This design comes from an exercise in tuning for small area, a short achievable clock period and few clock cycles on the open sky130 flow, not from production work.
In this exercise RTL edits were held to simulation tests only and were not proved equivalent to the original.

## north
## milestone1
module milestone1 (
	input  logic        CLOCK_50_I,
	input  logic        resetn,
	input  logic        M1_en,
	output logic        M1_end,
	output logic [17:0] SRAM_address,
	input  logic [15:0] SRAM_read_data,
	output logic [15:0] SRAM_write_data,
	output logic        SRAM_we_n
);
Size in the first run: ~1900 cells after synthesis, ~55 I/O pins, about 21000 µm² of cells after synthesis.
make LEC_CHECK=0 CAP_MARGIN=20 CORE_MARGIN=2 CORE_UTILIZATION=40 CTS_CLUSTER_DIAMETER=100 CTS_CLUSTER_SIZE=25 SLEW_MARGIN=20 finish   # period 13.0 ns
run.sh (not shown) runs the stock make flow with config.mk's settings and CLKGATE_MAP_FILE= SYNTH_SCRIPT=/design/flow/synth_recipe.tcl, a recipe that flattens the netlist after the stock synthesis.
Testbench counts of north, summed over its fixed seeds: cycles 1,164,996.
#### Input delta (south over north)
==> flow/flow/run.sh (new file) <==
#!/bin/bash
# The standard layout (standard.sh, unchanged synthesis and steps), with the
# timing repair after CTS and global routing asked to reach 9.2 ns of setup slack
# at the design's clock period, using only gate sizing, pin swaps and buffering
# (no gate cloning, no buffer removal). The full make output, which holds every
# tool's output, goes to layout.log here; ORFS keeps each step's log under orfs/logs.
set -euo pipefail
bash standard.sh SETUP_SLACK_MARGIN=9.2 SKIP_GATE_CLONING=1 SETUP_MOVE_SEQUENCE=sizeup,swap,buffer finish > layout.log 2>&1
==> flow/standard.sh (new file) <==
#!/bin/bash
# synth_recipe.tcl (not shown) runs the flow's synth.tcl, then flattens the netlist and writes it again
# the make line also repeats each setting of config.mk as NAME=value (left out here)
make -C /OpenROAD-flow-scripts/flow DESIGN_CONFIG=/design/flow/config.mk WORK_HOME=/design/flow/orfs CLKGATE_MAP_FILE= SYNTH_SCRIPT=/design/flow/synth_recipe.tcl "${@:-finish}"
removed: flow/run.sh
Results
Max minimum period implied by the final worst setup slack across south and north: north. Of south and north, the lower transition time at the pin with the least slew margin belongs to north. The run showing the greater hold slack is south.
Modified inputs, east compared to south
==> flow/flow/run.sh <==
#!/bin/bash
# The standard layout (standard.sh, unchanged synthesis and steps), with the
# timing repair after CTS and global routing asked to reach 9 ns of setup slack
# at the design's clock period, using only gate sizing, pin swaps and buffering
# (no gate cloning, no buffer removal). The full make output, which holds every
# tool's output, goes to layout.log here; ORFS keeps each step's log under orfs/logs.
set -euo pipefail
bash standard.sh SETUP_SLACK_MARGIN=9 SKIP_GATE_CLONING=1 SETUP_MOVE_SEQUENCE=sizeup,swap,buffer finish > layout.log 2>&1
==> comparison <==
Lower critical path depth goes to east over south. Between east and south, it is east whose worst setup timing slack at the placement stage is higher, by 0.019 ns. east vs. south: routed wire length down 0.79%; area growth from synthesis to layout fell 1.2 points. Summary of east over south: via count of the first global-routing pass fell by 1.5%.

* * *

Setup of P:
Another version of the RTL of milestone1 (not shown whole).
Size: about 2000 cells after synthesis, about 320 flip-flops, ~55 I/O pins.
Settings: LEC_CHECK=0, CAP_MARGIN=20, CORE_MARGIN=2, CORE_UTILIZATION=40, SLEW_MARGIN=20; clock period 13.0 ns.
standard.sh (not shown) runs the stock make flow with config.mk's settings and CLKGATE_MAP_FILE= SYNTH_SCRIPT=/design/flow/synth_recipe.tcl, a recipe that flattens the netlist after the stock synthesis.
==> flow/flow/run.sh <==
#!/bin/bash
# The standard layout (standard.sh, unchanged synthesis and steps), with the
# timing repair after CTS and global routing asked to reach 9 ns of setup slack
# at the design's clock period, using only gate sizing, pin swaps and buffering
# (no gate cloning, no buffer removal). The full make output, which holds every
# tool's output, goes to layout.log here; ORFS keeps each step's log under orfs/logs.
set -euo pipefail
bash standard.sh SETUP_SLACK_MARGIN=9 SKIP_GATE_CLONING=1 SETUP_MOVE_SEQUENCE=sizeup,swap,buffer finish > layout.log 2>&1
P completed every stage of the flow, and the final layout passed the timing, DRC and antenna checks.
Testbench counts of P, summed over its fixed seeds: cycles 1,162,086.
### P -> Q
==> flow/run.sh (new file) <==
#!/bin/bash
# synth_recipe.tcl (not shown) runs the flow's synth.tcl, then flattens the netlist and writes it again
# the make line also repeats each setting of config.mk as NAME=value (left out here)
make -C /OpenROAD-flow-scripts/flow DESIGN_CONFIG=/design/flow/config.mk WORK_HOME=/design/flow/orfs CLKGATE_MAP_FILE= SYNTH_SCRIPT=/design/flow/synth_recipe.tcl finish
removed: flow/flow/run.sh
removed: flow/standard.sh
Results
Post-route clock period utilization up 8.6 points in Q wrt P. Of Q and P, the higher cell area after placement belongs to P. Synthesized cell area came out exactly the same in Q and P. Routed wire length improves in Q relative to P. In Q the average via count per standard cell turned out 0.84% higher than in P.

## re-timing with driven ports
Ports are ideal in the flow. The routed layouts listed here were re-timed in OpenROAD.
Step 1 assumes that a clkbuf_16 drives the clock port and a buf_2 every other input.
Step 2 moves the port delays by t, midway between the first and last clock arrival at a register: inputs arrive t later, outputs are due t later. That takes back most of the time a late clock gives input paths.
Three values: ideal, step 1, step 2; two values: the first two.
run | t, ns | setup WS [ns] | hold slack, ns
north | 0.591 | 8.229 / 8.229 / 8.229 | 0.430 / 0.430 / 0.430
south | 0.593 | 9.030 / 9.030 / 9.030 | 0.445 / 0.445 / 0.445
east | 0.596 | 8.935 / 8.935 / 8.935 | 0.450 / 0.450 / 0.450
P | 0.607 | 8.448 / 8.448 / 8.448 | 0.442 / 0.442 / 0.442
Q | 0.585 | 7.328 / 7.328 / 7.328 | 0.442 / 0.442 / 0.442
After both steps setup and hold are still met in every run listed.
